Context: an optimization exercise on an open-source flow, tuned for small area. The choices shown serve that exercise and are no tape-out recipe. Where RTL was checked, it was by simulation tests only, not by an equivalence proof against the original. For runs 1 and 2, only the layout was checked, not whether the RTL still works. Power is estimated from default activity; no workload was simulated.

<file path="flow/design.v">
module RPM_reader(
    input  wire        clk,
    input  wire        rstn,
    input  wire        started,       
    input  wire        enc_a,
    input  wire        enc_b,
    output wire        edge_a,        
    output wire        edge_b,        
    output reg  [19:0] counter_a,
    output reg  [16:0] counter_b,
    output reg  [16:0] counter_a_reg,
    output reg         counter_a_reg_big,
    output wire [16:0] counter_a_reg_d,       
    output wire        counter_a_reg_big_d,   
    output reg         fwd,           
    output wire        fwd_d,
    output wire        a_over,        
    output wire        a_full,        
    input  wire [15:0] reading,       
    output reg         rpm_valid_o,
    output reg  [15:0] rpm_data_o
);
    reg enc_a_reg1, enc_a_reg2, enc_a_reg3, current_enc_a;
    reg enc_b_reg1, enc_b_reg2, enc_b_reg3, current_enc_b;
    always @(posedge clk or negedge rstn) begin
        if (!rstn) begin
            enc_a_reg1 <= 1'b0; enc_a_reg2 <= 1'b0; enc_a_reg3 <= 1'b0; current_enc_a <= 1'b0;
            enc_b_reg1 <= 1'b0; enc_b_reg2 <= 1'b0; enc_b_reg3 <= 1'b0; current_enc_b <= 1'b0;
        end else begin
            enc_a_reg1 <= enc_a; enc_a_reg2 <= enc_a_reg1; enc_a_reg3 <= enc_a_reg2; current_enc_a <= enc_a_reg3;
            enc_b_reg1 <= enc_b; enc_b_reg2 <= enc_b_reg1; enc_b_reg3 <= enc_b_reg2; current_enc_b <= enc_b_reg3;
        end
    end
    assign edge_a = enc_a_reg3 & ~current_enc_a;
    assign edge_b = enc_b_reg3 & ~current_enc_b;
    assign a_over = &{counter_a[19], counter_a[16], counter_a[13], counter_a[10:6], counter_a[0]};
    assign a_full = &{counter_a[19], counter_a[16], counter_a[13], counter_a[10:6]};
    wire   b_over = &{counter_b[16:14], counter_b[12], counter_b[10], counter_b[7:6], counter_b[0]};
    genvar k;
    wire read = edge_b & ~edge_a;
    wire [20:0] ca_c;                   
    wire [17:0] cb_c;
    assign ca_c[0] = ~edge_b & ~a_over;
    assign cb_c[0] = ~edge_a & ~edge_b & ~b_over;
    generate
        for (k = 0; k < 20; k = k + 1) begin : inca
            assign ca_c[k+1] = ca_c[k] & counter_a[k];
        end
        for (k = 0; k < 17; k = k + 1) begin : incb
            assign cb_c[k+1] = cb_c[k] & counter_b[k];
        end
    endgenerate
    wire [19:0] ca_next = (counter_a ^ ca_c[19:0]) & {20{started & ~edge_a}} | {19'd0, ~started};
    wire [16:0] cb_next = (counter_b ^ cb_c[16:0]) & {17{started & ~read}} | {16'd0, ~started};
    wire        load_car = started & edge_a;
    wire        keep_car = started & ~edge_a;
    assign counter_a_reg_d     = (counter_a[16:0] & {17{load_car}}) | (counter_a_reg & {17{keep_car}});
    assign counter_a_reg_big_d = (|counter_a[19:17] & load_car) | (counter_a_reg_big & keep_car);
    wire [16:0] lt;
    assign lt[0] = 1'b0;
    generate
        for (k = 0; k < 16; k = k + 1) begin : cmp
            assign lt[k+1] = ca_next[k] ? (cb_next[k+1] & lt[k]) : (cb_next[k+1] | lt[k]);
        end
    endgenerate
    assign fwd_d = lt[16] & ~|ca_next[19:16];
    always @(posedge clk) begin
        counter_a <= ca_next;
        counter_b <= cb_next;
        counter_a_reg <= counter_a_reg_d;
        counter_a_reg_big <= counter_a_reg_big_d;
        fwd <= fwd_d;
    end
    always @(posedge clk or negedge rstn) begin
        if (!rstn) begin
            rpm_valid_o <= 1'b0;
            rpm_data_o <= 16'd0;
        end else begin
            rpm_valid_o <= read;
            if (read)
                rpm_data_o <= reading;
        end
    end
endmodule
module rpm_div(
    input  wire [17:0] div,
    output wire [15:0] quo
);
    wire [16:0] rem [0:17];
    assign rem[17] = 17'd120000;
    genvar i, j;
    generate
        for (i = 16; i >= 0; i = i - 1) begin : st
            wire          hi_zero = ~|div[17:17-i];
            wire [16-i:0] flip;
            wire [17-i:0] bw;
            assign bw[0] = 1'b0;
            for (j = 0; j <= 16-i; j = j + 1) begin : bt
                wire a = rem[i+1][i+j];
                wire b = div[j];
                assign flip[j] = b ^ bw[j];
                assign bw[j+1] = a ? (b & bw[j]) : (b | bw[j]);
            end
            wire ok = hi_zero & ~bw[17-i];
            if (i <= 15) begin : qb
                assign quo[i] = ok;
            end
            if (i > 0) begin : up
                assign rem[i] = {rem[i+1][16:i] ^ (flip & {(17-i){ok}}), rem[i+1][i-1:0]};
            end else begin : up
                assign rem[i] = rem[i+1] ^ (flip & {17{ok}});
            end
        end
    endgenerate
endmodule
module rpm_pair(
    input  wire        clk,
    input  wire        rstn,
    input  wire        started,
    input  wire        enc0_a,
    input  wire        enc0_b,
    input  wire        enc1_a,
    input  wire        enc1_b,
    output wire        rpm0_valid_o,
    output wire [15:0] rpm0_data_o,
    output wire        rpm1_valid_o,
    output wire [15:0] rpm1_data_o
);
    wire        ea0, eb0, ea1, eb1;
    wire [19:0] ca0, ca1;
    wire [16:0] cb0, cb1, car0, car1, car0_d, car1_d;
    wire        big0, big1, big0_d, big1_d;
    wire        fwd0, fwd1, fwd0_d, fwd1_d;
    wire        aov0, aov1, afull0, afull1;
    wire [15:0] reading0, reading1;
    RPM_reader ch0 (
        .clk(clk), .rstn(rstn), .started(started), .enc_a(enc0_a), .enc_b(enc0_b),
        .edge_a(ea0), .edge_b(eb0), .counter_a(ca0), .counter_b(cb0),
        .counter_a_reg(car0), .counter_a_reg_big(big0),
        .counter_a_reg_d(car0_d), .counter_a_reg_big_d(big0_d), .fwd(fwd0), .fwd_d(fwd0_d),
        .a_over(aov0), .a_full(afull0), .reading(reading0),
        .rpm_valid_o(rpm0_valid_o), .rpm_data_o(rpm0_data_o)
    );
    RPM_reader ch1 (
        .clk(clk), .rstn(rstn), .started(started), .enc_a(enc1_a), .enc_b(enc1_b),
        .edge_a(ea1), .edge_b(eb1), .counter_a(ca1), .counter_b(cb1),
        .counter_a_reg(car1), .counter_a_reg_big(big1),
        .counter_a_reg_d(car1_d), .counter_a_reg_big_d(big1_d), .fwd(fwd1), .fwd_d(fwd1_d),
        .a_over(aov1), .a_full(afull1), .reading(reading1),
        .rpm_valid_o(rpm1_valid_o), .rpm_data_o(rpm1_data_o)
    );
    wire        pred0 = ~eb1 & ~eb0;
    wire [16:0] opa = eb1 ? car1 : car0_d;
    wire        opa_big = eb1 ? big1 : big0_d;
    wire [16:0] opb = eb1 ? cb1 : cb0;
    wire        cin = pred0 & ~ea0;                  
    wire [17:0] div;
    wire [17:0] cy;
    assign cy[0] = cin;
    genvar k;
    generate
        for (k = 0; k < 17; k = k + 1) begin : add
            assign div[k]  = opa[k] ^ opb[k] ^ cy[k];
            assign cy[k+1] = (opa[k] & opb[k]) | ((opa[k] ^ opb[k]) & cy[k]);
        end
    endgenerate
    assign div[17] = cy[17];
    wire [15:0] quo;
    rpm_div u_div (.div(div), .quo(quo));
    wire        aov = eb1 ? aov1 : (pred0 ? ~ea0 & afull0 : aov0);
    wire        fwd = eb1 ? fwd1 : (pred0 ? fwd0_d : fwd0);
    wire [15:0] mag = quo & {16{~opa_big & ~aov & (div != 18'd0)}};
    wire [15:0] below;
    assign below[0] = 1'b0;
    generate
        for (k = 1; k < 16; k = k + 1) begin : ng
            assign below[k] = below[k-1] | mag[k-1];
        end
    endgenerate
    wire [15:0] reading = mag ^ (below & {16{~fwd}});
    reg [15:0] hold;
    always @(posedge clk)
        hold <= reading;
    assign reading1 = reading;
    assign reading0 = eb1 ? hold : reading;
endmodule
module rpm_quad (
    input  wire         clk,
    input  wire         rstn,
    input  wire         enc0_a,
    input  wire         enc0_b,
    input  wire         enc1_a,
    input  wire         enc1_b,
    input  wire         enc2_a,
    input  wire         enc2_b,
    input  wire         enc3_a,
    input  wire         enc3_b,
    output wire         rpm0_valid_o,
    output wire [15:0]  rpm0_data_o,
    output wire         rpm1_valid_o,
    output wire [15:0]  rpm1_data_o,
    output wire         rpm2_valid_o,
    output wire [15:0]  rpm2_data_o,
    output wire         rpm3_valid_o,
    output wire [15:0]  rpm3_data_o
);
    reg started;
    always @(posedge clk or negedge rstn)
        if (!rstn) started <= 1'b0;
        else       started <= 1'b1;
    rpm_pair pair01 (
        .clk(clk), .rstn(rstn), .started(started),
        .enc0_a(enc0_a), .enc0_b(enc0_b), .enc1_a(enc1_a), .enc1_b(enc1_b),
        .rpm0_valid_o(rpm0_valid_o), .rpm0_data_o(rpm0_data_o),
        .rpm1_valid_o(rpm1_valid_o), .rpm1_data_o(rpm1_data_o)
    );
    rpm_pair pair23 (
        .clk(clk), .rstn(rstn), .started(started),
        .enc0_a(enc2_a), .enc0_b(enc2_b), .enc1_a(enc3_a), .enc1_b(enc3_b),
        .rpm0_valid_o(rpm2_valid_o), .rpm0_data_o(rpm2_data_o),
        .rpm1_valid_o(rpm3_valid_o), .rpm1_data_o(rpm3_data_o)
    );
endmodule
</file>
<file path="flow/flow/run.sh">
#!/bin/bash
# Own layout flow: the standard flow (standard.sh) with
#  - the area-oriented synthesis of flow/synth.tcl (no adder cells, ABC script flow/area.abc),
#  - the smallest buffer (buf_1) on every input and output port,
#  - clock tree synthesis without dummy loads.
# Each make run's full output goes to a log file in this folder.
set -euo pipefail
here=$(pwd)
export OWN_ABC_SCRIPT="$here/flow/area.abc"
export BUFFER_PORTS_ARGS="-buffer_cell sky130_fd_sc_hd__buf_1"
cts="-sink_clustering_enable -repair_clock_nets -dont_use_dummy_load"
for k in CTS_CLUSTER_SIZE:-sink_clustering_size CTS_CLUSTER_DIAMETER:-sink_clustering_max_diameter CTS_BUF_LIST:-buf_list; do
  v=$(sed -n "s/^export ${k%%:*} = //p" config.mk)
  if [[ -n "$v" ]]; then cts="$cts ${k#*:} $v"; fi
done
export CTS_ARGS="$cts"
sed "s|SYNTH_SCRIPT=[^ ]*|SYNTH_SCRIPT=$here/flow/synth.tcl|" standard.sh > own_standard.sh
grep -q "SYNTH_SCRIPT=$here/flow/synth.tcl" own_standard.sh
echo "CTS_ARGS=$CTS_ARGS" > own_flow.log
bash own_standard.sh finish > make_finish.log 2>&1
test -f out/final.def
</file>
<file path="flow/flow/area.abc">
strash
dc2
dch -f
amap
strash
dch -f
amap
strash
dch -f
amap
topo
</file>
<file path="flow/flow/synth.tcl">
proc synth {args} { yosys synth -nofsm -noshare {*}$args }
proc abc {args} {
  set i [lsearch -exact $args -script]
  if { $i >= 0 } { lset args [expr {$i + 1}] $::env(OWN_ABC_SCRIPT) }
  yosys abc {*}$args
}
proc extract_fa {args} {}
source $::env(SCRIPTS_DIR)/synth.tcl
# left out here: clear keep_hierarchy, flatten, clean up, hide names made inside functions, write 1_2_yosys.v
</file>
<file path="flow/standard.sh">
#!/bin/bash
# synth_recipe.tcl (not shown) runs the flow's synth.tcl, then flattens the netlist and writes it again
# the make line also repeats each setting of config.mk as NAME=value (left out here)
make -C /OpenROAD-flow-scripts/flow DESIGN_CONFIG=/design/flow/config.mk WORK_HOME=/design/flow/orfs CLKGATE_MAP_FILE= SYNTH_SCRIPT=/design/flow/synth_recipe.tcl "${@:-finish}"
</file>
<file path="flow/config.mk">
export PLATFORM = sky130hd
export DESIGN_NAME = rpm_quad
export DESIGN_NICKNAME = rpm_quad
export VERILOG_FILES = /design/flow/design.v
export SDC_FILE = /design/flow/constraint.sdc
export NUM_CORES = 4
export LEC_CHECK = 0
export ABC_AREA = 1
export CAP_MARGIN = 20
export CORE_MARGIN = 2
export CORE_UTILIZATION = 65
export CTS_BUF_LIST = sky130_fd_sc_hd__clkbuf_8
export CTS_CLUSTER_DIAMETER = 60
export CTS_CLUSTER_SIZE = 16
export SLEW_MARGIN = 20
</file>
<file path="flow/constraint.sdc">
create_clock -name core_clock -period 120.0 [get_ports {clk}]
set_input_delay 24.0000 -clock core_clock [delete_from_list [all_inputs] [get_ports {clk}]]
set_output_delay 24.0000 -clock core_clock [all_outputs]
set_load 0.01 [all_outputs]
</file>
==> results of run 1 <==
==> synth_stat cells <==
library cell	number
o32a_1	2
o31ai_1	14
conb_1	1
xor2_1	16
a221o_1	1
o211a_1	1
a211o_1	4
and3_1	7
clkinv_1	383
a21boi_0	6
o21bai_1	2
dfrtp_1	101
a22o_1	34
or3_1	19
a211oi_1	90
nor2b_1	54
nor4b_1	1
a31o_1	1
a222oi_1	3
a311oi_1	2
o211ai_1	72
a32o_1	2
o32ai_1	4
a221oi_1	12
a32oi_1	14
o22ai_1	171
o21a_1	80
or2_0	14
a22oi_1	14
nor4_1	4
nand2_1	520
a31oi_1	19
nor3_1	72
nor2_1	691
o221ai_1	9
dfxtp_1	256
a2111oi_0	1
nand4_1	8
and2_0	6
a21o_1	2
a21oi_1	210
xnor2_1	1
nand3_1	6
o22a_1	20
o21ai_0	333
==> power groups by stage <==
stage                     sequential, mW  clock (mW)  combinational (mW)
final                              0.137      0.0585               0.241
after global routing               0.138      0.0639               0.272
after CTS                          0.137      0.0594               0.235
after detailed placement           0.139           0               0.234
after global placement             0.139           0               0.226
after floorplan                    0.141           0               0.178
==> area by class of cell <==
type / count / share of cell area, %
clock buffer: 28 / 1.64
sequential: 357 / 32.6
multi-input combinational: 2543 / 54.5
inverter: 383 / 6.13
timing repair buffer: 122 / 2.68
tap: 448 / 2.39
==> logic make-up (layout without fill, tap and decap cells) <==
kind of cell	after synthesis	in the layout	synth area share, %
other	1	1	0.0171
buffers and inverters	383	533	6.57
xor gates and xnor gates	17	17	0.681
and+or+nand+nor	1402	1402	25.8
DFF	357	357	35.0
AOI/OAI and AO/OA	1123	1123	31.9
==> path summary, 6_finish.rpt <==
| path | start | slack [ps] | cells past startpoint | end |
|---|---|---|---|---|
| min in group asynchronous | rstn | 23430 | 1 | pair01.ch0.enc_b_reg3$_DFF_PN0_ |
| max in group asynchronous | rstn | 95310 | 2 | pair23.ch1.rpm_data_o[15]$_DFFE_PN0P_ |
| worst max register to register | pair23.ch1.current_enc_b$_DFF_PN0_ | 62160 | 330 | pair23.ch0.rpm_data_o[10]$_DFFE_PN0P_ |
| worst min-delay path | pair23.ch1.enc_a_reg2$_DFF_PN0_ | 330 | 0 | pair23.ch1.enc_a_reg3$_DFF_PN0_ |
| worst max-delay path | pair23.ch1.current_enc_b$_DFF_PN0_ | 62160 | 330 | pair23.ch0.rpm_data_o[10]$_DFFE_PN0P_ |
| worst min register to register | pair23.ch1.enc_a_reg2$_DFF_PN0_ | 330 | 0 | pair23.ch1.enc_a_reg3$_DFF_PN0_ |
==> worst reg2reg max path, delay by kind of cell (launching register included) <==
family | cells | cell delay, ps
flip-flops | 1 | 390
AO/OA/AOI/OAI | 134 | 28340
buffers and inverters | 27 | 6570
XOR/XNOR | 1 | 170
AND/OR/NAND/NOR | 168 | 22310
==> per-stage QoR <==
| stage | std cells | utilization [%] | hold WS [ps] |
|---|---|---|---|
| final | 3881 | 70.3 | 332 |
| after global routing | 3881 | 70.3 | 344 |
| after floorplan | 3283 | - | 331 |
| after detailed placement | 3853 | 69.2 | 336 |
| after CTS | 3881 | 70.3 | 341 |
| after global placement | 3852 | 69.1 | 332 |
==> routing by layer <==
metal / track usage, % / vias up / wire length, um
li1: - / 11800 / -
met1: 50.6 / 10700 / 28200
met2: 54.3 / 960 / 27100
met3: 4.37 / 120 / 5340
met4: 8.87 / 2 / 1380
met5: 0 / - / 12
==> summary.md, run 1 <==
| Metric | Value |
|---|---|
| MaxCap Viol Count | 0 |
| First-pass GRT wire length | 102 mm |
| Final TNS setup | 0 ps |
| Switching portion of total power | 46.9% |
| Synth warn | 4 |
| Worst Path Max Fanout | 48 |
| FF+latch count, synth | 357 |
| Max-slew violation count | 0 |
| Gr usage total | 34.6% |
| Setup violations, final | 0 |
| Worst EP required | 120550 ps |
| CTS max path bufs | 3 |
| Full die area | 35100 um^2 |
| Remaining global-route overflow | 0 |
| Family with the most delay on the worst path | compound AO/OA/AOI/OAI gates |
| Sequential area share after synthesis | 35.0% |
| Cell area after layout | 23500 um^2 |
| Cts hold-fix bufs | 0 |
| Placement Setup Slack | 63180 ps |
| Cells after synthesis | 3283 |
| WP buf/inv | 27 |
| Reg power frac | 31.4% |
| Crit path largest cell delay | 740 ps |
| Starting Density | 65.6% |
| Drt via density | 6.07 |
| Clock-pin slew of the registers on the worst-case setup and hold paths | 100 ps |
| Worst skew pair latency | 630 ps |
| Die W | 187 um |
| Leakage power | 8.46 nW |
| Gpl congestion | 0.971 |
| Synth cell types | 45 |
| Worst-Margin Slew | 1240 ps |
| Synth top area share | 23.4% |
| Initial DRC Count | 2036 |
| Fraction of layout cells with a size suffix above 1 | 2.21% |
| Pin count of the biggest net entering global routing | 57 |
| Largest cells by area after synthesis | dfxtp_1, nor2_1, dfrtp_1 |
| PortBufs | 77 |
| Clk sinks | 357 |
| Number of remaining DRC errors | 0 |
| Hold crit path type | reg2reg |
| CP Class | reg2reg |
| RSZ-0062 raised after global routing | false |
| Clk_skew | 48.2 ps |
| Pwr/cell area | 18.6 nW/um^2 |
| Clock Power Share | 13.4% |
| Mean Syn Cell Area | 6.66 um^2 |
| Commonest cells after routing, fill and taps aside | nor2_1, nand2_1, clkinv_1, o21ai_0, dfxtp_1 |
| Core Area | 33400 um^2 |
| Multi-input gate area | 12800 um^2 |
| Min Tclk post-route | 57840 ps |
| Comb power frac | 55.2% |
| Crit-path slowest cell | o22ai_1 |
| Fin nets | 3445 |
| Per-cell routed wire length | 16.0 um |
| Top cell by count, worst path | nor2_1 |
| Worst Setup Start Kind | flop |
| Aggregate routed wire length | 62.0 mm |
| Status | timing/DRC/antenna clean |
| # fillers | 2880 |
| TritonCTS clock tree | built |
| Final Cycle Share | 48.2% |
| Max Freq | 17.3 MHz |
| P_int | 0.232 mW |
| Drt pass-1 iters | 5 |
| Placed cell area | 23100 um^2 |
| Register area | 7650 um^2 |
| Antenna violations before repair | 1 |
| Crit path capture type | flop |
| Switching power | 0.204 mW |
| Diodes inserted | 0 |
| H-Tree Depth | 1 |
| Syn-to-layout area delta | 7.27% |
| Synthesized cell area | 21900 um^2 |
| Post-Syn Nets | 3293 |
| Routed Antenna Nets | 0 |
| DIE HEIGHT | 187 um |
| Commonest non-fill, non-tap cell in the layout | nor2_1 |
| CTS resizes | 0 |
| VDD IR max | 0.0000158 V |
| Post-synth top area cell | dfxtp_1 |
| Pwr Total | 0.436 mW |
| Setup Fix Bufs, Post-CTS | 0 |
| Slew headroom | 17.2% |
| Vias in the first global route | 21100 |
| FP Rows | 67 |
| Fin. Hold Viols | 0 |
| Num CTS Buffers | 28 |
| DP Wirelength | 46.9 mm |
| I/O Pins | 78 |
| Post-route setup slack | 62160 ps |
| Critical path arrival | 58390 ps |
| Vias | 23500 |
| Clock root cell | clkbuf_8 |
==> run 2, diff against run 1 <==
--- a/flow/config.mk
+++ b/flow/config.mk
@@ -8,3 +8,3 @@
 export ABC_AREA = 1
-export CAP_MARGIN = 20
+export CAP_MARGIN = 10
 export CORE_MARGIN = 2
@@ -14,2 +14,3 @@
 export CTS_CLUSTER_SIZE = 16
-export SLEW_MARGIN = 20
+export GPL_TIMING_DRIVEN = 0
+export SLEW_MARGIN = 10
==> summary.md, run 2 <==
| Metric | Value |
|---|---|
| Status | timing/DRC/antenna clean |
| Num CTS Buffers | 30 (+7.1%) |
| Gpl congestion | 0.932 (-4.1%) |
| I/O Pins | 78 (unchanged) |
| Max Freq | 16.3 MHz (-5.9%) |
| Hold Path Stages | 0 (unchanged) |
| Cts hold-fix bufs | 0 (unchanged) |
| FF+latch count, synth | 357 (unchanged) |
| CTS resizes | 0 (unchanged) |
| Leakage power | 8.37 nW (-1.0%) |
| Routed Antenna Nets | 0 (unchanged) |
| Clock root cell | clkbuf_8 |
| Post-route setup slack | 58550 ps (-3610 ps) |
| Crit path largest cell delay | 1230 ps (+490 ps) |
| Critical path arrival | 61950 ps (+3560 ps) |
| Diodes inserted | 0 (unchanged) |
| Vias | 23100 (-1.9%) |
| VDD IR max | 0.0000134 V (-15%) |
| MaxCap Viol Count | 0 (unchanged) |
| Slew headroom | 13.1% (-4.0 points) |
| Crit path capture type | flop |
| Async SR Flop Fraction | 28.3% (unchanged) |
| Worst skew pair latency | 650 ps (+20 ps) |
| H-Tree Depth | 1 (unchanged) |
| Full die area | 35100 um^2 (unchanged) |
| DP Wirelength | 45.3 mm (-3.4%) |
| Antenna violations before repair | 0 (-1) |
| Aggregate routed wire length | 59.8 mm (-3.7%) |
| Fin. Hold Viols | 0 (unchanged) |
| Min Tclk post-route | 61450 ps (+3610 ps) |
| RSZ-0062 raised after global routing | false |
| Cells after synthesis | 3283 (unchanged) |
| Post-Syn Nets | 3293 (unchanged) |
| Number of remaining DRC errors | 0 (unchanged) |
| Setup violations, final | 0 (unchanged) |
| Post-synth top cells | nor2_1, nand2_1, clkinv_1, o21ai_0, dfxtp_1 |
| TritonCTS clock tree | built |
| Drt via density | 5.99 (-1.2%) |
| Final TNS setup | 0 ps (unchanged) |
| Synth cell types | 45 (unchanged) |
| Switching portion of total power | 46.3% (-0.54 points) |
| Gr usage total | 33.1% (-1.5 points) |
| Comb power frac | 54.5% (-0.7 points) |
| Worst Setup Start Kind | flop |
| Synth top area share | 23.4% (unchanged) |
| Pwr Total | 0.432 mW (-0.93%) |
| Initial DRC Count | 1630 (-20%) |
| Switching power | 0.200 mW (-2.1%) |
| CP Class | reg2reg |
| Mean Syn Cell Area | 6.66 um^2 (unchanged) |
| Reg power frac | 31.6% (+0.2 points) |
| Vias in the first global route | 20800 (-1.4%) |
| Core Area | 33400 um^2 (unchanged) |
| Sequential area share after synthesis | 35.0% (unchanged) |
| First-pass GRT wire length | 98.1 mm (-4.1%) |
| Placement Setup Slack | 59930 ps (-3250 ps) |
| Remaining global-route overflow | 0 (unchanged) |
| Worst Path Max Fanout | 27 (-44%) |
| Post-synth top area cell | dfxtp_1 |
| PortBufs | 77 (unchanged) |
| Final Cycle Share | 51.2% (+3.0 points) |
| # fillers | 2944 (+2.2%) |
| Crit-path slowest cell | clkinv_1 |
| Finished Core Util | 70.1% (-0.22 points) |
| Top cell by count, worst path | nor2_1 |
| Commonest non-fill, non-tap cell in the layout | nor2_1 |
| Pwr/cell area | 18.5 nW/um^2 (-0.62%) |
| CTS max path bufs | 3 (unchanged) |
| EDFF count, synth | 0 (unchanged) |
| Clk sinks | 357 (unchanged) |
| Top-count cell post-synth | nor2_1 |
| Synthesized cell area | 21900 um^2 (unchanged) |
| Syn-to-layout area delta | 6.93% |
| Synth warn | 4 (unchanged) |
| Worst-Margin Slew | 1300 ps (+62.2 ps) |
| Starting Density | 65.6% (unchanged) |
| Drt pass-1 iters | 6 (+1) |
| Largest cells by area after synthesis | dfxtp_1, nor2_1, dfrtp_1 |
| Max-slew violation count | 0 (unchanged) |
| Commonest cells after routing, fill and taps aside | nor2_1, nand2_1, clkinv_1, o21ai_0, dfxtp_1 |
| Fraction of layout cells with a size suffix above 1 | 1.62% (-0.60 points) |
| Per-cell routed wire length | 15.5 um (-3.0%) |
| P_int | 0.232 mW (about the same) |
| Reg2reg path depth | 332 (+0.61%) |
| DIE HEIGHT | 187 um (unchanged) |
| Main synth FF type | dfxtp_1 |
| Fin nets | 3417 (-0.81%) |
| Clock Power Share | 13.9% (+0.5 points) |
| Clk_skew | 69.8 ps (+21.5 ps) |
| Worst EP required | 120500 ps (-50 ps) |
| Pin count of the biggest net entering global routing | 63 (+11%) |
| Hold crit path type | reg2reg |
| Die W | 187 um (unchanged) |
| FP Rows | 67 (unchanged) |
| Setup Fix Bufs, Post-CTS | 0 (unchanged) |
| Clock-pin slew of the registers on the worst-case setup and hold paths | 90 ps (about the same) |
-- run 2: per-layer routing --
metal	wire [um]	share of wire [%]	global-route usage (%)
met1	28100	47	47.6
met2	26500	44	53.2
met3	3920	6.6	3.47
met4	1320	2.2	8.54
met5	0	0	0
-- run 2: worst paths after layout --
path,to,startpoint,slack (ps)
setup / recovery,pair01.ch0.rpm_data_o[14]$_DFFE_PN0P_,started$_DFF_PN0_,58550
setup reg to reg,pair01.ch0.rpm_data_o[14]$_DFFE_PN0P_,started$_DFF_PN0_,58550
max in group asynchronous,pair23.ch0.rpm_data_o[15]$_DFFE_PN0P_,rstn,95530
min in group asynchronous,pair01.ch0.current_enc_b$_DFF_PN0_,rstn,23460
hold reg to reg,pair23.ch1.enc_a_reg2$_DFF_PN0_,pair23.ch1.enc_a_reg1$_DFF_PN0_,310
hold / removal,pair23.ch1.enc_a_reg2$_DFF_PN0_,pair23.ch1.enc_a_reg1$_DFF_PN0_,310
-- run 2: stage by stage --
stage | hold WS (ps) | instance area, um^2 | std cells
CTS | 308 | 23400 | 3852
detailed placement | 336 | 23000 | 3822
global placement | 333 | 22700 | 3808
global route | 308 | 23400 | 3853
finish | 310 | 23400 | 3853
floorplan | 331 | 21900 | 3283
-- run 2: layout make-up --
class	instances	area (um^2)	area share, %
Sequential cell	357	7650	32.7
Timing Repair Buffer	92	510	2.18
Inverter	383	1440	6.16
Clock buffer	30	413	1.77
Tap cell	448	561	2.40
Multi-Input combinational cell	2543	12800	54.8
-- run 2: logic make-up (layout without fill, tap and decap cells) --
logic type / after synthesis / after routing / synth area share [%]
AO/OA/AOI/OAI: 1123 / 1123 / 31.9
other: 1 / 1 / 0.0171
flip-flops: 357 / 357 / 35.0
buffers and inverters: 383 / 505 / 6.57
AND/OR/NAND/NOR: 1402 / 1402 / 25.8
XOR/XNOR: 17 / 17 / 0.681
-- run 2: power by group through the flow --
stage / sequential [mW] / combinational (mW) / clock (mW)
after global placement: 0.139 / 0.218 / 0
final: 0.137 / 0.235 / 0.0600
after CTS: 0.137 / 0.230 / 0.0612
after floorplan: 0.141 / 0.178 / 0
after global routing: 0.138 / 0.265 / 0.0648
after detailed placement: 0.139 / 0.229 / 0
-- run 2: critical path, delay by kind of cell, from the launching register on --
family	cells	cell delay, ps
compound gates	132	29560
simple gates	177	25210
buf+inv	23	5300
flops	1	1180
==> run 3, diff against run 2 <==
--- a/flow/design.v
+++ b/flow/design.v
@@ -101,3 +101,3 @@
                 assign flip[j] = b ^ bw[j];
-                assign bw[j+1] = a ? (b & bw[j]) : (b | bw[j]);
+                assign bw[j+1] = (~a & b) | (~(a ^ b) & bw[j]);
             end
--- a/flow/config.mk
+++ b/flow/config.mk
@@ -8,3 +8,3 @@
 export ABC_AREA = 1
-export CAP_MARGIN = 10
+export CAP_MARGIN = 20
 export CORE_MARGIN = 2
@@ -13,4 +13,3 @@
 export CTS_CLUSTER_DIAMETER = 60
-export CTS_CLUSTER_SIZE = 16
-export GPL_TIMING_DRIVEN = 0
-export SLEW_MARGIN = 10
+export CTS_CLUSTER_SIZE = 12
+export SLEW_MARGIN = 20
==> summary.md, run 3 <==
| Metric | Value |
|---|---|
| Status | timing/DRC/antenna clean |
| Post-Syn Nets | 3278 (-0.46%) |
| Max Freq | 16.7 MHz (+2.7%) |
| Per-cell routed wire length | 16.7 um (+7.4%) |
| Setup Fix Bufs, Post-CTS | 0 (unchanged) |
| Drt via density | 6.16 (+2.7%) |
| Placed cell area | 23100 um^2 (+0.68%) |
| Routed Antenna Nets | 0 (unchanged) |
| Largest cells by area after synthesis | dfxtp_1, nor2_1, dfrtp_1 |
| Post-Synth Adder-Cell Area | 0% (unchanged) |
| Commonest cells after routing, fill and taps aside | nor2_1, nand2_1, clkinv_1, o21ai_0, dfxtp_1 |
| Clock root cell | clkbuf_8 |
| Clock-pin slew of the registers on the worst-case setup and hold paths | 80 ps (about the same) |
| MaxCap Viol Count | 0 (unchanged) |
| Fraction of synthesized area in multiplexers | 0% (unchanged) |
| I/O Pins | 78 (unchanged) |
| PortBufs | 77 (unchanged) |
| Pwr/cell area | 19.3 nW/um^2 (+4.5%) |
| RSZ-0062 raised after global routing | false |
| CTS resizes | 0 (unchanged) |
| DP Wirelength | 48.4 mm (+6.8%) |
| Cell area after layout | 23600 um^2 (+0.98%) |
| Full die area | 35100 um^2 (about the same) |
| FF+latch count, synth | 357 (unchanged) |
| Async SR Flop Fraction | 28.3% (unchanged) |
| TritonCTS clock tree | built |
| Hold Crit Start | pair01.ch1.enc_a_reg1$_DFF_PN0_ |
| Clk_skew | 102 ps (+32.4 ps) |
| VDD IR max | 0.0000222 V (+66%) |
| Setup violations, final | 0 (unchanged) |
| Gpl congestion | 0.977 (+4.8%) |
| Mean Syn Cell Area | 6.69 um^2 (+0.48%) |
| Die W | 187 um (about the same) |
| Worst skew pair latency | 600 ps (-50 ps) |
| Sequential area share after synthesis | 35.0% (about the same) |
| DIE HEIGHT | 187 um (about the same) |
| Final TNS setup | 0 ps (unchanged) |
| Crit-path slowest cell | clkinv_1 |
| Slew headroom | 27.4% (+14 points) |
| Fin nets | 3443 (+0.76%) |
| Synth Area in Simple Gates | 25.4% (-0.39 points) |
| Compound-cell area share of the yosys netlist | 32.1% (+0.12 points) |
| Cts hold-fix bufs | 0 (unchanged) |
| Reg2reg path depth | 339 (+2.1%) |
| Leakage power | 8.54 nW (+2.0%) |
| Number of remaining DRC errors | 0 (unchanged) |
| Pwr Total | 0.456 mW (+5.5%) |
| First-pass GRT wire length | 107 mm (+8.6%) |
| Worst Setup Start Kind | flop |
| Synth top area share | 23.4% (about the same) |
| Worst EP required | 120440 ps (-60 ps) |
| Main synth FF type | dfxtp_1 |
| Antenna violations before repair | 2 (+2) |
| Core Area | 33400 um^2 (unchanged) |
| CP Class | reg2reg |
| Post-synth top area cell | dfxtp_1 |
| Largest family of logic cells by synthesized area | compound AO/OA/AOI/OAI gates |
| Multi-input gate area | 12800 um^2 (about the same) |
| Commonest non-fill, non-tap cell in the layout | nor2_1 |
| EDFF count, synth | 0 (unchanged) |
| Gr usage total | 36.6% (+3.5 points) |
| CTS max path bufs | 3 (unchanged) |
| Synthesized cell area | 21900 um^2 (about the same) |
| H-Tree Depth | 2 (+1) |
| Num CTS Buffers | 36 (+20%) |
| Dpl cells | 3843 (+0.55%) |
| Pin count of the biggest net entering global routing | 78 (+24%) |
| Top-count cell post-synth | nor2_1 |
| Fin. Hold Viols | 0 (unchanged) |
| FP Rows | 67 (unchanged) |
| Post-route insts no fill | 3879 (+0.67%) |
| XOR/XNOR Fraction of Synth Area | 1.04% (+0.36 points) |
| Worst-Margin Slew | 1080 ps (-216 ps) |
| Top cell by count, worst path | nor2_1 |
| Aggregate routed wire length | 64.6 mm (+8.1%) |
| Remaining global-route overflow | 0 (unchanged) |
| Vias in the first global route | 22300 (+7.3%) |
| Clk sinks | 357 (unchanged) |
| Drt pass-1 iters | 6 (unchanged) |
| Critical path arrival | 60270 ps (-1680 ps) |
| Register area | 7650 um^2 (unchanged) |
| Diodes inserted | 0 (unchanged) |
| Worst Path Max Fanout | 47 (+74%) |
| Hold Path Stages | 0 (unchanged) |
| Synth cell types | 48 (+6.7%) |
| Crit path largest cell delay | 1070 ps (-160 ps) |
| Finished Core Util | 70.8% (+0.69 points) |
| Min Tclk post-route | 59830 ps (-1620 ps) |
| Starting Density | 65.6% (about the same) |
| Initial DRC Count | 1977 (+21%) |
| Fraction of layout cells with a size suffix above 1 | 2.59% (+0.98 points) |
| Hold crit path type | reg2reg |
| Syn-to-layout area delta | 7.95% |
| # fillers | 2916 (-0.95%) |
| Worst reg2reg startpoint | pair01.ch1.enc_b_reg3$_DFF_PN0_ |
| Crit path capture type | flop |
| Post-synth top cells | nor2_1, nand2_1, clkinv_1, o21ai_0, dfxtp_1 |
| Final Cycle Share | 49.9% (-1.4 points) |
| Synth warn | 4 (unchanged) |
| Vias | 23900 (+3.4%) |
| Max-slew violation count | 0 (unchanged) |
| CP startpoint | pair01.ch1.enc_b_reg3$_DFF_PN0_ |
| Cells after synthesis | 3268 (-0.46%) |
[run 3: final timing paths]
check                                                   endpoint  slack (ps)
min                              pair01.ch1.enc_a_reg2$_DFF_PN0_         350
max reg2reg                pair01.ch0.rpm_data_o[10]$_DFFE_PN0P_       60170
min in group asynchronous   pair23.ch0.rpm_data_o[0]$_DFFE_PN0P_       23380
max                        pair01.ch0.rpm_data_o[10]$_DFFE_PN0P_       60170
min reg2reg                      pair01.ch1.enc_a_reg2$_DFF_PN0_         350
max in group asynchronous     pair01.ch1.current_enc_a$_DFF_PN0_       95310
[run 3: logic make-up (layout without fill, tap and decap cells)]
family / Yosys count / in the layout
AOI/OAI and AO/OA: 1129 / 1129
xor gates and xnor gates: 26 / 26
buffers and inverters: 378 / 541
DFF: 357 / 357
other: 1 / 1
and+or+nand+nor: 1377 / 1377
[run 3: per-layer routing]
| layer | track usage [%] | routed length [um] |
|---|---|---|
| met1 | 43.9 | 25800 |
| met2 | 63.0 | 30300 |
| met3 | 5.20 | 4840 |
| met4 | 21.0 | 3610 |
| met5 | 0 | 23 |
[run 3: per-stage QoR]
| stage | hold WS (ps) | worst slack (ps) |
|---|---|---|
| after floorplan | 331 | 67970 |
| after global placement | 332 | 63840 |
| after detailed placement | 336 | 61730 |
| after CTS | 345 | 61240 |
| after global routing | 350 | 51930 |
| final | 349 | 60170 |
[run 3: worst max-delay path, delay by kind of cell (launching register included)]
kind            cells  cell delay [ps]
buf+inv            26             5820
xor+xnor            1              160
simple gates      175            24630
flops               1              360
compound gates    137            28630
[run 3: power by group]
group | switching [mW] | internal (mW) | total [mW]
clock network | 0.0391 | 0.0268 | 0.0659
logic | 0.168 | 0.0857 | 0.254
registers | 0.00581 | 0.131 | 0.136
[run 3: cell type report]
| cell class | count | share of cell area [%] |
|---|---|---|
| inverter | 378 | 6.01 |
| sequential | 357 | 32.4 |
| multi-input combinational | 2533 | 54.3 |
| tap | 448 | 2.37 |
| clock buffer | 36 | 2.10 |
| timing repair buffer | 127 | 2.83 |
==> run 4, diff against run 3 <==
--- a/flow/design.v
+++ b/flow/design.v
@@ -101,3 +101,3 @@
                 assign flip[j] = b ^ bw[j];
-                assign bw[j+1] = (~a & b) | (~(a ^ b) & bw[j]);
+                assign bw[j+1] = a ? (b & bw[j]) : (b | bw[j]);
             end
@@ -167,7 +167,7 @@
     assign div[17] = cy[17];
-    wire [15:0] quo;
-    rpm_div u_div (.div(div), .quo(quo));
     wire        aov = eb1 ? aov1 : (pred0 ? ~ea0 & afull0 : aov0);
     wire        fwd = eb1 ? fwd1 : (pred0 ? fwd0_d : fwd0);
-    wire [15:0] mag = quo & {16{~opa_big & ~aov & (div != 18'd0)}};
+    wire        zero = opa_big | aov | (div[16:0] == 17'd0);
+    wire [15:0] mag;
+    rpm_div u_div (.div({div[17] | zero, div[16:0]}), .quo(mag));
     wire [15:0] below;
--- a/flow/config.mk
+++ b/flow/config.mk
@@ -8,3 +8,3 @@
 export ABC_AREA = 1
-export CAP_MARGIN = 20
+export CAP_MARGIN = 10
 export CORE_MARGIN = 2
@@ -13,3 +13,4 @@
 export CTS_CLUSTER_DIAMETER = 60
-export CTS_CLUSTER_SIZE = 12
-export SLEW_MARGIN = 20
+export CTS_CLUSTER_SIZE = 16
+export GPL_TIMING_DRIVEN = 0
+export SLEW_MARGIN = 10
==> summary.md, run 4 <==
| Metric | Value |
|---|---|
| Status | timing/DRC/antenna clean |
| Drt via density | 6.00 (-2.5%) |
| Compound-cell area share of the yosys netlist | 31.2% (-0.84 points) |
| Post-Synth Adder-Cell Area | 0% (unchanged) |
| Post-Syn Nets | 3190 (-2.7%) |
| Worst skew pair latency | 600 ps (about the same) |
| FP Rows | 66 (-1.5%) |
| H-Tree Depth | 1 (-1) |
| Num CTS Buffers | 29 (-19%) |
| Fraction of layout cells with a size suffix above 1 | 1.76% (-0.84 points) |
| Die W | 185 um (-1.1%) |
| Pwr Total | 0.401 mW (-12%) |
| Post-synth top cells | nor2_1, nand2_1, clkinv_1, o21ai_0, dfxtp_1 |
| DP Wirelength | 44.0 mm (-9.0%) |
| Sequential area share after synthesis | 35.8% (+0.82 points) |
| Full die area | 34400 um^2 (-2.2%) |
| Reg2reg path depth | 325 (-4.1%) |
| Hold Crit Endpoint | pair23.ch1.current_enc_a$_DFF_PN0_ |
| Fin nets | 3310 (-3.9%) |
| Internal reg-to-reg setup slack | 58490 ps (-1680 ps) |
| Vias in the first global route | 19700 (-12%) |
| Leakage power | 8.22 nW (-3.8%) |
| Antenna violations before repair | 0 (-2) |
| Remaining global-route overflow | 0 (unchanged) |
| Hold slack final | 340 ps (-8.66 ps) |
| Largest cells by area after synthesis | dfxtp_1, dfrtp_1, nor2_1 |
| TritonCTS clock tree | built |
| Top cell by count, worst path | nor2_1 |
| Crit path largest cell delay | 990 ps (-80 ps) |
| First-pass GRT wire length | 93.6 mm (-12%) |
| Core Area | 32500 um^2 (-2.7%) |
| Placement Setup Slack | 59860 ps (-1870 ps) |
| Worst Path Max Fanout | 32 (-32%) |
| Hold Crit Start | pair23.ch1.enc_a_reg3$_DFF_PN0_ |
| WP buf/inv | 26 (unchanged) |
| CTS resizes | 0 (unchanged) |
| # fillers | 2806 (-3.8%) |
| Vias | 22500 (-6.0%) |
| Min Tclk post-route | 61510 ps (+1680 ps) |
| Synth top area share | 24.0% (+0.55 points) |
| Critical path depth | 325 (-4.1%) |
| Gpl congestion | 0.949 (-2.8%) |
| CTS max path bufs | 3 (unchanged) |
| Fraction of synthesized area in multiplexers | 0% (unchanged) |
| Clock-pin slew of the registers on the worst-case setup and hold paths | 100 ps (+20 ps) |
| Pwr/cell area | 17.5 nW/um^2 (-9.1%) |
| Final TNS setup | 0 ps (unchanged) |
| Routed Antenna Nets | 0 (unchanged) |
| RSZ-0062 raised after global routing | false |
| XOR/XNOR Fraction of Synth Area | 0.697% (-0.34 points) |
| CP Class | reg2reg |
| Largest family of logic cells by synthesized area | compound AO/OA/AOI/OAI gates |
| Worst-Margin Slew | 1270 ps (+187 ps) |
| Aggregate routed wire length | 58.1 mm (-10%) |
| Initial DRC Count | 1847 (-6.6%) |
| Family with the most delay on the worst path | compound AO/OA/AOI/OAI gates |
| Clock root cell | clkbuf_8 |
| PortBufs | 77 (unchanged) |
| Mean Syn Cell Area | 6.72 um^2 (+0.42%) |
| Drt pass-1 iters | 6 (unchanged) |
| FF+latch count, synth | 357 (unchanged) |
| Post-route setup slack | 58490 ps (-1680 ps) |
| Final Cycle Share | 51.3% (+1.4 points) |
| Max-slew violation count | 0 (unchanged) |
| Starting Density | 65.9% (+0.30 points) |
| Per-cell routed wire length | 15.5 um (-6.8%) |
| Commonest cells after routing, fill and taps aside | nor2_1, nand2_1, clkinv_1, o21ai_0, dfxtp_1 |
| Top-count cell post-synth | nor2_1 |
| DIE HEIGHT | 185 um (-1.1%) |
| Dpl cells | 3710 (-3.5%) |
| Hold Path Stages | 0 (unchanged) |
| Main synth FF type | dfxtp_1 |
| Post-route insts no fill | 3740 (-3.6%) |
| MaxCap Viol Count | 0 (unchanged) |
| Cts hold-fix bufs | 0 (unchanged) |
| Crit-path slowest cell | a2111oi_0 |
| Diodes inserted | 0 (unchanged) |
| Crit path capture type | flop |
| Synth Area in Simple Gates | 26.0% (+0.55 points) |
| VDD IR max | 0.0000147 V (-34%) |
| Worst Setup Start Kind | flop |
| Clk sinks | 357 (unchanged) |
| Synth warn | 4 (unchanged) |
| Worst EP required | 120490 ps (+50 ps) |
| EDFF count, synth | 0 (unchanged) |
| Cells after synthesis | 3180 (-2.7%) |
| Synth cell types | 51 (+6.3%) |
| Fin. Hold Viols | 0 (unchanged) |
| Critical path arrival | 62000 ps (+1730 ps) |
| Reg2reg end | pair01.ch0.rpm_data_o[12]$_DFFE_PN0P_ |
| Max Freq | 16.3 MHz (-2.7%) |
| Gr usage total | 32.8% (-3.7 points) |
| Number of remaining DRC errors | 0 (unchanged) |
| Synthesized cell area | 21400 um^2 (-2.3%) |
| Setup violations, final | 0 (unchanged) |
| Pin count of the biggest net entering global routing | 72 (-7.7%) |
| Clk_skew | 48.0 ps (-54.2 ps) |
| Async SR Flop Fraction | 28.3% (unchanged) |
| Post-synth top area cell | dfxtp_1 |
| Worst reg2reg startpoint | started$_DFF_PN0_ |
| I/O Pins | 78 (unchanged) |
| Hold crit path type | reg2reg |
| Commonest non-fill, non-tap cell in the layout | nor2_1 |
| Slew headroom | 14.3% (-13 points) |
| Syn-to-layout area delta | 6.83% |
| Setup Fix Bufs, Post-CTS | 0 (unchanged) |
## run 4: layer usage
| metal | up-vias | global-route usage [%] | part of all wire, % |
|---|---|---|---|
| li1 | 11400 | - | - |
| met1 | 10100 | 41.6 | 43 |
| met2 | 766 | 57.7 | 48 |
| met3 | 149 | 2.89 | 5.9 |
| met4 | 0 | 13.0 | 3.7 |
| met5 | - | 0 | 0 |
## run 4: where the power goes
part	switching, mW	internal (mW)	leakage [nW]	total (mW)
Clock	0.0370	0.0215	0.209	0.0585
Sequential	0.00580	0.130	3.28	0.136
Combinational	0.138	0.0679	4.73	0.206
## run 4: cells by family (layout without fill, tap and decap cells)
group / count (synthesis) / after routing
xor+xnor: 17 / 17
buf+inv: 359 / 477
flops: 357 / 357
simple gates: 1371 / 1371
compound gates: 1075 / 1075
other cells: 1 / 1
## run 4: stage by stage
stage	area [um^2]	util (%)
after floorplan	21400	-
after global placement	22200	68.5
after detailed placement	22400	69.0
after CTS	22800	70.3
after global routing	22800	70.4
final	22800	70.4
## run 4: how the worst max path moves through the flow
| stage | from | endpoint |
|---|---|---|
| 3_5_place_dp | started$_DFF_PN0_ | pair01.ch0.rpm_data_o[12]$_DFFE_PN0P_ |
| 6_report | started$_DFF_PN0_ | pair01.ch0.rpm_data_o[12]$_DFFE_PN0P_ |
| 5_1_grt | started$_DFF_PN0_ | pair23.ch0.rpm_data_o[11]$_DFFE_PN0P_ |
| 2_1_floorplan | pair01.ch1.current_enc_b$_DFF_PN0_ | pair01.ch0.rpm_data_o[15]$_DFFE_PN0P_ |
| 3_3_place_gp | pair01.ch1.enc_b_reg3$_DFF_PN0_ | pair01.ch0.rpm_data_o[11]$_DFFE_PN0P_ |
| 4_1_cts | started$_DFF_PN0_ | pair01.ch0.rpm_data_o[12]$_DFFE_PN0P_ |
## run 4: cell type report
cell class / count / area (um^2) / share of cell area, %
multi-input combinational: 2464 / 12400 / 54.5
tap: 442 / 553 / 2.42
sequential: 357 / 7650 / 33.5
inverter: 359 / 1350 / 5.91
clock buffer: 29 / 399 / 1.75
timing repair buffer: 89 / 443 / 1.94
## run 4: worst reg2reg max path: cells and delay by family, from the launching register on
| kind | cells | cell delay, ps |
|---|---|---|
| AO/OA/AOI/OAI | 141 | 31720 |
| buffers and inverters | 26 | 7010 |
| flip-flops | 1 | 920 |
| AND/OR/NAND/NOR | 158 | 21780 |
==> run 5, diff against run 4 <==
--- a/flow/config.mk
+++ b/flow/config.mk
@@ -8,3 +8,3 @@
 export ABC_AREA = 1
-export CAP_MARGIN = 10
+export CAP_MARGIN = 0
 export CORE_MARGIN = 2
@@ -13,4 +13,4 @@
 export CTS_CLUSTER_DIAMETER = 60
-export CTS_CLUSTER_SIZE = 16
+export CTS_CLUSTER_SIZE = 18
 export GPL_TIMING_DRIVEN = 0
-export SLEW_MARGIN = 10
+export SLEW_MARGIN = 0
==> summary.md, run 5 <==
| Metric | Value |
|---|---|
| Status | timing/DRC/antenna clean |
| Commonest cells after routing, fill and taps aside | nor2_1, nand2_1, clkinv_1, o21ai_0, dfxtp_1 |
| Crit path capture type | flop |
| Crit path largest cell delay | 970 ps (-20 ps) |
| RSZ-0062 raised after global routing | false |
| Leakage power | 8.19 nW (-0.30%) |
| Switching portion of total power | 45.2% (+0.10 points) |
| Placement Setup Slack | 58140 ps (-1720 ps) |
| I/O Pins | 78 (unchanged) |
| # fillers | 2827 (+0.75%) |
| Drt via density | 6.03 (+0.47%) |
| Top cell by count, worst path | nor2_1 |
| Slew headroom | 4.70% (-9.7 points) |
| PortBufs | 77 (unchanged) |
| Mean Syn Cell Area | 6.72 um^2 (unchanged) |
| Top-count cell post-synth | nor2_1 |
| Worst Setup Start Kind | flop |
| Clock root cell | clkbuf_8 |
| Full die area | 34400 um^2 (unchanged) |
| Clk sinks | 357 (unchanged) |
| Gpl congestion | 0.949 (unchanged) |
| Remaining global-route overflow | 0 (unchanged) |
| Starting Density | 65.9% (unchanged) |
| Reg power frac | 34.2% (+0.2 points) |
| Final Cycle Share | 51.9% (+0.61 points) |
| H-Tree Depth | 1 (unchanged) |
| Antenna violations before repair | 0 (unchanged) |
| Fin nets | 3306 (-0.12%) |
| Drt pass-1 iters | 6 (unchanged) |
| Largest cells by area after synthesis | dfxtp_1, dfrtp_1, nor2_1 |
| DIE HEIGHT | 185 um (unchanged) |
| Syn-to-layout area delta | 6.56% |
| Main synth FF type | dfxtp_1 |
| VDD IR max | 0.0000137 V (-6.6%) |
| TritonCTS clock tree | built |
| Setup Fix Bufs, Post-CTS | 0 (unchanged) |
| Worst EP required | 120440 ps (-50 ps) |
| Critical path arrival | 62690 ps (+690 ps) |
| Max Freq | 16.1 MHz (-1.2%) |
| Num CTS Buffers | 27 (-6.9%) |
| Post-route insts no fill | 3736 (-0.11%) |
| MaxCap Viol Count | 0 (unchanged) |
| Clock Power Share | 14.2% (-0.4 points) |
| Aggregate routed wire length | 58.2 mm (+0.14%) |
| Post-synth top cells | nor2_1, nand2_1, clkinv_1, o21ai_0, dfxtp_1 |
| Async SR Flop Fraction | 28.3% (unchanged) |
| First-pass GRT wire length | 94.4 mm (+0.81%) |
| Cts hold-fix bufs | 0 (unchanged) |
| Fraction of layout cells with a size suffix above 1 | 1.46% (-0.30 points) |
| Pwr Total | 0.398 mW (-0.57%) |
| Per-cell routed wire length | 15.6 um (+0.25%) |
| Synthesized cell area | 21400 um^2 (unchanged) |
| Post-route setup slack | 57750 ps (-733 ps) |
| Hold crit path type | reg2reg |
| Crit-path slowest cell | nor4_1 |
| Diodes inserted | 0 (unchanged) |
| CTS max path bufs | 3 (unchanged) |
| Clock-pin slew of the registers on the worst-case setup and hold paths | 100 ps (about the same) |
| Internal reg-to-reg setup slack | 57750 ps (-730 ps) |
| Initial DRC Count | 1924 (+4.2%) |
| Setup violations, final | 0 (unchanged) |
| DP Wirelength | 44.2 mm (+0.36%) |
| Pwr/cell area | 17.5 nW/um^2 (-0.32%) |
| Routed Antenna Nets | 0 (unchanged) |
| Post-Syn Nets | 3190 (unchanged) |
| Die W | 185 um (unchanged) |
| Worst Path Max Fanout | 32 (unchanged) |
| Min Tclk post-route | 62250 ps (+733 ps) |
| Post-synth top area cell | dfxtp_1 |
| WP buf/inv | 26 (unchanged) |
| CP Class | reg2reg |
| Max-slew violation count | 0 (unchanged) |
| Synth cell types | 51 (unchanged) |
| Comb power frac | 51.6% (+0.2 points) |
| Cells after synthesis | 3180 (unchanged) |
| Worst skew pair latency | 630 ps (+30 ps) |
| Dpl cells | 3709 (-0.027%) |
| Core Area | 32500 um^2 (unchanged) |
| Synth warn | 4 (unchanged) |
| FP Rows | 66 (unchanged) |
| Clk_skew | 104 ps (+56.3 ps) |
| Family with the most delay on the worst path | compound AO/OA/AOI/OAI gates |
| Final TNS setup | 0 ps (unchanged) |
| Vias in the first global route | 19900 (+1.0%) |
| Sequential area share after synthesis | 35.8% (unchanged) |
| Number of remaining DRC errors | 0 (unchanged) |
| CTS resizes | 0 (unchanged) |
| Synth top area share | 24.0% (unchanged) |
| Gr usage total | 33.1% (+0.26 points) |
| P_int | 0.218 mW (-0.76%) |
| Pin count of the biggest net entering global routing | 72 (unchanged) |
| EDFF count, synth | 0 (unchanged) |
| Vias | 22500 (+0.37%) |
| Switching power | 0.180 mW (-0.34%) |
| Commonest non-fill, non-tap cell in the layout | nor2_1 |
| Fin. Hold Viols | 0 (unchanged) |
| FF+latch count, synth | 357 (unchanged) |
| Worst-Margin Slew | 1410 ps (+143 ps) |
-- run 5: per-layer routing --
| metal | wire length (um) | GRT usage [%] | vias up |
|---|---|---|---|
| met5 | 0 | 0 | - |
| met4 | 2150 | 13.1 | 0 |
| met3 | 3440 | 3.32 | 168 |
| met2 | 27700 | 58.0 | 760 |
| met1 | 24900 | 41.8 | 10200 |
| li1 | - | - | 11400 |
-- run 5: kinds of logic (layout without fill, tap and decap cells) --
group	Yosys count	in the layout	share of synthesized area (%)
AOI/OAI and AO/OA	1075	1075	31.2
xor gates and xnor gates	17	17	0.697
buffers and inverters	359	473	6.30
and+or+nand+nor	1371	1371	26.0
other	1	1	0.0175
DFF	357	357	35.8
-- run 5: final cells by class --
type                    count  area, um^2  share of cell area, %
clock buffers              27         372                   1.63
inverters                 359        1350                   5.93
multi-input cells        2464       12400                   54.5
flip-flops and latches    357        7650                   33.6
well taps                 442         553                   2.43
repair buffers             87         443                   1.94
-- run 5: through the flow --
| stage | hold slack, ps | utilization (%) | cell area (um^2) |
|---|---|---|---|
| 2_1_floorplan | 331 | - | 21400 |
| 5_1_grt | 364 | 70.2 | 22800 |
| 3_5_place_dp | 336 | 69.0 | 22400 |
| 6_report | 357 | 70.2 | 22800 |
| 3_3_place_gp | 332 | 68.5 | 22200 |
| 4_1_cts | 360 | 70.1 | 22800 |
-- run 5: power by group through the flow --
| stage | registers [mW] | clock network (mW) | logic [mW] |
|---|---|---|---|
| final | 0.136 | 0.0564 | 0.206 |
| after global routing | 0.138 | 0.0620 | 0.232 |
| after CTS | 0.136 | 0.0571 | 0.201 |
| after detailed placement | 0.139 | 0 | 0.199 |
| after global placement | 0.139 | 0 | 0.191 |
| after floorplan | 0.141 | 0 | 0.153 |
-- run 5: worst reg2reg max path, delay by kind of cell (launching register included) --
| family | cells | cell delay, ps |
|---|---|---|
| flip-flops | 1 | 910 |
| buffers and inverters | 26 | 7050 |
| AO/OA/AOI/OAI | 142 | 32100 |
| AND/OR/NAND/NOR | 157 | 22030 |
-- run 5: final timing paths --
check                                           startpoint                               endpoint  cells after the start
min                        pair01.ch0.enc_a_reg1$_DFF_PN0_        pair01.ch0.enc_a_reg2$_DFF_PN0_                      0
max                                      started$_DFF_PN0_  pair01.ch0.rpm_data_o[12]$_DFFE_PN0P_                    325
min reg2reg                pair01.ch0.enc_a_reg1$_DFF_PN0_        pair01.ch0.enc_a_reg2$_DFF_PN0_                      0
max in group asynchronous                             rstn   pair01.ch0.rpm_data_o[0]$_DFFE_PN0P_                      3
max reg2reg                              started$_DFF_PN0_  pair01.ch0.rpm_data_o[12]$_DFFE_PN0P_                    325
min in group asynchronous                             rstn        pair23.ch0.enc_b_reg3$_DFF_PN0_                      1
==> run 6, diff against run 5 <==
==> flow/flow/area.abc (replaced) <==
strash
dc2
dch -f
amap
strash
dch -f
amap
strash
dch -f
amap
strash
dch -f -p
amap
topo
--- a/flow/config.mk
+++ b/flow/config.mk
@@ -8,3 +8,3 @@
 export ABC_AREA = 1
-export CAP_MARGIN = 0
+export CAP_MARGIN = 5
 export CORE_MARGIN = 2
@@ -15,2 +15,2 @@
 export GPL_TIMING_DRIVEN = 0
-export SLEW_MARGIN = 0
+export SLEW_MARGIN = 5
==> summary.md, run 6 <==
| Metric | Value |
|---|---|
| Status | timing/DRC/antenna clean |
| Cells after synthesis | 3071 (-3.4%) |
| Fraction of layout cells with a size suffix above 1 | 1.91% (+0.45 points) |
| Switching portion of total power | 43.9% (-1.3 points) |
| Slew headroom | 11.7% (+7.0 points) |
| CP Class | reg2reg |
| Cts hold-fix bufs | 0 (unchanged) |
| MaxCap Viol Count | 0 (unchanged) |
| Pin count of the biggest net entering global routing | 56 (-22%) |
| Vias in the first global route | 20200 (+1.8%) |
| Min Tclk post-route | 61750 ps (-497 ps) |
| Full die area | 33900 um^2 (-1.3%) |
| Post-Syn Nets | 3081 (-3.4%) |
| Commonest non-fill, non-tap cell in the layout | nor2_1 |
| Gr usage total | 34.3% (+1.2 points) |
| PortBufs | 77 (unchanged) |
| Aggregate routed wire length | 59.9 mm (+3.0%) |
| Clk_skew | 79.4 ps (-24.8 ps) |
| Crit path largest cell delay | 990 ps (+20 ps) |
| H-Tree Depth | 1 (unchanged) |
| Post-synth top cells | nor2_1, nand2_1, o21ai_0, clkinv_1, dfxtp_1 |
| Leakage power | 8.02 nW (-2.1%) |
| EDFF count, synth | 0 (unchanged) |
| Num CTS Buffers | 28 (+3.7%) |
| Number of remaining DRC errors | 0 (unchanged) |
| Diodes inserted | 0 (unchanged) |
| Hold crit path type | reg2reg |
| Initial DRC Count | 1737 (-9.7%) |
| Starting Density | 66.5% (+0.63 points) |
| Drt via density | 6.29 (+4.3%) |
| Core Area | 31700 um^2 (-2.3%) |
| Crit path capture type | flop |
| Synth cell types | 47 (-7.8%) |
| Main synth FF type | dfxtp_1 |
| Finished Core Util | 71.2% (+0.97 points) |
| Mean Syn Cell Area | 6.87 um^2 (+2.2%) |
| Die W | 184 um (-0.65%) |
| Syn-to-layout area delta | 7.00% |
| Clk sinks | 357 (unchanged) |
| Routed Antenna Nets | 0 (unchanged) |
| DP Wirelength | 45.0 mm (+1.9%) |
| Worst Path Max Fanout | 40 (+25%) |
| Reg power frac | 36.3% (+2.1 points) |
| Worst skew pair latency | 620 ps (about the same) |
| Remaining global-route overflow | 0 (unchanged) |
| Per-cell routed wire length | 16.7 um (+7.0%) |
| P_int | 0.214 mW (-2.0%) |
| Top-count cell post-synth | nor2_1 |
| Max Freq | 16.2 MHz (+0.80%) |
| VDD IR max | 0.0000155 V (+13%) |
| Sequential area share after synthesis | 36.3% (+0.48 points) |
| CTS max path bufs | 3 (unchanged) |
| Synth top area share | 24.3% (+0.32 points) |
| Gpl congestion | 0.911 (-4.0%) |
| Async SR Flop Fraction | 28.3% (unchanged) |
| First-pass GRT wire length | 96.2 mm (+1.9%) |
| # fillers | 2736 (-3.2%) |
| Fin. Hold Viols | 0 (unchanged) |
| Synthesized cell area | 21100 um^2 (-1.3%) |
| Synth warn | 4 (unchanged) |
| Pwr/cell area | 16.9 nW/um^2 (-3.4%) |
| Clock-pin slew of the registers on the worst-case setup and hold paths | 100 ps (about the same) |
| Crit-path slowest cell | dfrtp_2 |
| Top cell by count, worst path | o21ai_0 |
| Clock root cell | clkbuf_8 |
| Worst Setup Start Kind | flop |
| TritonCTS clock tree | built |
| Post-synth top area cell | dfxtp_1 |
| Drt pass-1 iters | 5 (-1) |
| FF+latch count, synth | 357 (unchanged) |
| DIE HEIGHT | 184 um (-0.65%) |
| Final Cycle Share | 51.5% (-0.41 points) |
| Vias | 22600 (+0.33%) |
| RSZ-0062 raised after global routing | false |
| Commonest cells after routing, fill and taps aside | nor2_1, nand2_1, o21ai_0, clkinv_1, dfxtp_1 |
| Family with the most delay on the worst path | compound AO/OA/AOI/OAI gates |
| Setup violations, final | 0 (unchanged) |
| Max-slew violation count | 0 (unchanged) |
| Antenna violations before repair | 1 (+1) |
| Largest cells by area after synthesis | dfxtp_1, dfrtp_1, nor2_1 |
| Critical path arrival | 62270 ps (-420 ps) |
| Worst-Margin Slew | 1320 ps (-94.5 ps) |
| Worst EP required | 120520 ps (+80 ps) |
| WP buf/inv | 20 (-23%) |
| Final TNS setup | 0 ps (unchanged) |
| Clock Power Share | 15.1% (+0.9 points) |
| Fin nets | 3205 (-3.1%) |
| Switching power | 0.167 mW (-7.2%) |
| CTS resizes | 0 (unchanged) |
| Setup Fix Bufs, Post-CTS | 0 (unchanged) |
| Comb power frac | 48.6% (-3.0 points) |
| FP Rows | 65 (-1.5%) |
| I/O Pins | 78 (unchanged) |
-- run 6: changes by cell type in the layout (fill, tap and decap cells not counted), moves of 12 or more --
cell,change
a32o_1,+13
nand2_1,-12
a21oi_1,-41
nor2_1,-55
o21ai_0,+48
o22ai_1,-13
clkinv_1,-71
-- run 6: worst register-to-register path: cells and delay by family, from the launching register on --
family | cells | cell delay, ps
simple gates | 142 | 22390
buf+inv | 20 | 5420
flops | 1 | 990
compound gates | 144 | 32780
-- run 6: cell type report --
type	count	area, um^2	share of cell area (%)
multi-input cells	2426	12400	55.0
flip-flops and latches	357	7650	33.9
inverters	288	1080	4.80
repair buffers	94	523	2.32
well taps	402	503	2.23
clock buffers	28	385	1.71
-- run 6: per-layer routing --
metal | track usage (%) | wire length (um)
met3 | 4.21 | 3980
met4 | 14.3 | 2480
met2 | 59.8 | 28000
met5 | 0 | 5
met1 | 43.1 | 25400
-- run 6: kinds of logic (layout without fill, tap and decap cells) --
family | Yosys count | in the layout | share of synthesized area, %
simple gates | 1317 | 1317 | 25.4
compound gates | 1080 | 1080 | 32.0
flops | 357 | 357 | 36.3
buf+inv | 288 | 410 | 5.13
xor+xnor | 28 | 28 | 1.16
other cells | 1 | 1 | 0.0178
-- run 6: per-stage QoR --
| step | cells | power [mW] | setup slack [ps] | cell area, um^2 | hold WS, ps |
|---|---|---|---|---|---|
| 6_report | 3595 | 0.381 | 58250 | 22600 | 356 |
| 5_1_grt | 3595 | 0.409 | 51700 | 22600 | 361 |
| 4_1_cts | 3595 | 0.377 | 59940 | 22600 | 359 |
| 3_5_place_dp | 3567 | 0.320 | 60470 | 22200 | 336 |
| 3_3_place_gp | 3550 | 0.311 | 56230 | 21900 | 332 |
| 2_1_floorplan | 3071 | 0.277 | 70090 | 21100 | 331 |
-- run 6: path summary, 6_finish.rpt --
check,startpoint,end,slack [ps],cells after the start
setup / recovery,started$_DFF_PN0_,pair23.ch0.rpm_data_o[14]$_DFFE_PN0P_,58250,306
hold / removal,pair01.ch1.enc_a_reg2$_DFF_PN0_,pair01.ch1.enc_a_reg3$_DFF_PN0_,360,0
setup reg to reg,started$_DFF_PN0_,pair23.ch0.rpm_data_o[14]$_DFFE_PN0P_,58250,306
hold reg to reg,pair01.ch1.enc_a_reg2$_DFF_PN0_,pair01.ch1.enc_a_reg3$_DFF_PN0_,360,0
max in group asynchronous,rstn,pair01.ch0.rpm_data_o[5]$_DFFE_PN0P_,95750,3
min in group asynchronous,rstn,pair23.ch0.current_enc_a$_DFF_PN0_,23390,1
-- run 6: power groups by stage --
stage | combinational (mW) | sequential (mW) | clock (mW)
after floorplan | 0.134 | 0.143 | 0
after global placement | 0.171 | 0.140 | 0
after detailed placement | 0.179 | 0.141 | 0
after CTS | 0.180 | 0.138 | 0.0586
after global routing | 0.207 | 0.140 | 0.0628
final | 0.185 | 0.138 | 0.0576
==> run 7, diff against run 6 <==
--- a/flow/config.mk
+++ b/flow/config.mk
@@ -10,3 +10,3 @@
 export CORE_MARGIN = 2
-export CORE_UTILIZATION = 65
+export CORE_UTILIZATION = 80
 export CTS_BUF_LIST = sky130_fd_sc_hd__clkbuf_8
==> summary.md, run 7 <==
| Metric | Value |
|---|---|
| Status | timing/DRC/antenna clean |
| FP Rows | 59 (-9.2%) |
| Mean Syn Cell Area | 6.87 um^2 (unchanged) |
| Pwr/cell area | 17.2 nW/um^2 (+1.7%) |
| Syn-to-layout area delta | 6.32% |
| Sequential area share after synthesis | 36.3% (unchanged) |
| Largest cells by area after synthesis | dfxtp_1, dfrtp_1, nor2_1 |
| H-Tree Depth | 1 (unchanged) |
| First-pass GRT wire length | 102 mm (+6.3%) |
| Clock root cell | clkbuf_8 |
| I/O Pins | 78 (unchanged) |
| Routed Antenna Nets | 0 (unchanged) |
| Hold crit path type | reg2reg |
| Fin. Hold Viols | 0 (unchanged) |
| Aggregate routed wire length | 62.7 mm (+4.6%) |
| Comb power frac | 49.0% (+0.4 points) |
| Hold Crit Start | pair23.ch0.enc_b_reg1$_DFF_PN0_ |
| Final Cycle Share | 51.3% (-0.21 points) |
| Full die area | 27700 um^2 (-18%) |
| Final TNS setup | 0 ps (unchanged) |
| Multi-input gate area | 12400 um^2 (about the same) |
| Worst reg2reg startpoint | started$_DFF_PN0_ |
| PortBufs | 77 (unchanged) |
| Starting Density | 81.2% (+15 points) |
| Reg2reg end | pair01.ch0.rpm_data_o[14]$_DFFE_PN0P_ |
| P_int | 0.213 mW (-0.38%) |
| Core Area | 26000 um^2 (-18%) |
| Vias in the first global route | 22100 (+9.2%) |
| Num CTS Buffers | 27 (-3.6%) |
| Setup Fix Bufs, Post-CTS | 0 (unchanged) |
| Commonest non-fill, non-tap cell in the layout | nor2_1 |
| Setup violations, final | 0 (unchanged) |
| Fraction of layout cells with a size suffix above 1 | 1.79% (-0.12 points) |
| Commonest cells after routing, fill and taps aside | nor2_1, nand2_1, o21ai_0, clkinv_1, dfxtp_1 |
| Drt pass-1 iters | 9 (+4) |
| Post-synth top cells | nor2_1, nand2_1, o21ai_0, clkinv_1, dfxtp_1 |
| Drt via density | 6.76 (+7.5%) |
| CP startpoint | started$_DFF_PN0_ |
| Initial DRC Count | 3041 (+75%) |
| Post-synth top area cell | dfxtp_1 |
| Clk sinks | 357 (unchanged) |
| Synth warn | 4 (unchanged) |
| RSZ-0062 raised after global routing | false |
| DP Wirelength | 46.7 mm (+3.8%) |
| Worst Path Max Fanout | 24 (-40%) |
| WP buf/inv | 25 (+25%) |
| Cells after synthesis | 3071 (unchanged) |
| Synth cell types | 47 (unchanged) |
| Synth Area in Simple Gates | 25.4% (unchanged) |
==> run 7: cell counts after synthesis <==
No cell type changed its count.
==> run 7: cells by family after synthesis <==
family                    Yosys count
and+or+nand+nor                  1317
AOI/OAI and AO/OA                1080
DFF                               357
buffers and inverters             288
xor gates and xnor gates           28
other                               1
==> run 7: metrics by stage <==
step	hold WS (ps)	setup WS (ps)	std cells	area [um^2]	utilization, %
floorplan	331	70090	3071	21100	-
global placement	332	59220	3483	21800	83.9
detailed placement	335	60890	3497	22000	84.8
CTS	323	60500	3524	22400	86.2
global route	317	52040	3525	22400	86.3
finish	316	58500	3525	22400	86.3
==> run 7: power groups by stage <==
stage          Sequential [mW]  Clock (mW)  Combinational, mW
2_1_floorplan            0.143           0              0.134
3_3_place_gp             0.140           0              0.168
3_5_place_dp             0.141           0              0.180
4_1_cts                  0.138      0.0567              0.182
5_1_grt                  0.140      0.0610              0.208
6_report                 0.139      0.0577              0.189
==> run 7: area by class of cell <==
| type | instances | area share (%) |
|---|---|---|
| Sequential cell | 357 | 34.1 |
| Clock buffer | 27 | 1.66 |
| Timing Repair Buffer | 92 | 2.15 |
| Multi-Input combinational cell | 2426 | 55.4 |
| Tap cell | 335 | 1.87 |
| Inverter | 288 | 4.83 |
==> run 7: worst min-delay path by stage <==
stage                                      end  slack [ps]  depth (start not counted)
6_report       pair23.ch0.enc_b_reg2$_DFF_PN0_         320                          0
5_1_grt        pair23.ch0.enc_b_reg2$_DFF_PN0_         320                          0
4_1_cts        pair23.ch0.enc_b_reg2$_DFF_PN0_         320                          0
3_5_place_dp   pair01.ch0.enc_a_reg2$_DFF_PN0_         330                          0
3_3_place_gp   pair01.ch0.enc_a_reg2$_DFF_PN0_         330                          0
2_1_floorplan  pair01.ch0.enc_a_reg2$_DFF_PN0_         330                          0
==> run 7: per-layer routing <==
layer	up-vias	global-route usage (%)	wire, um
met1	10700	54.4	23600
met4	0	25.2	3820
met3	362	5.93	6530
met2	1604	72.8	28700
li1	11100	-	-
met5	-	0	0
==> run 7: worst register-to-register path, delay by kind of cell, from the launching register on <==
kind | cells | cell delay (ps)
compound gates | 145 | 32420
buf+inv | 25 | 6050
flops | 1 | 830
simple gates | 153 | 22160

Re-timed with assumed drivers on the ports (clkbuf_16 on the clock, buf_2 on other inputs), run 7 has 58.498 ns of setup slack against 58.498 ns with ideal ports, and 58.498 ns once port delays also move by the mid clock arrival of 0.642 ns.
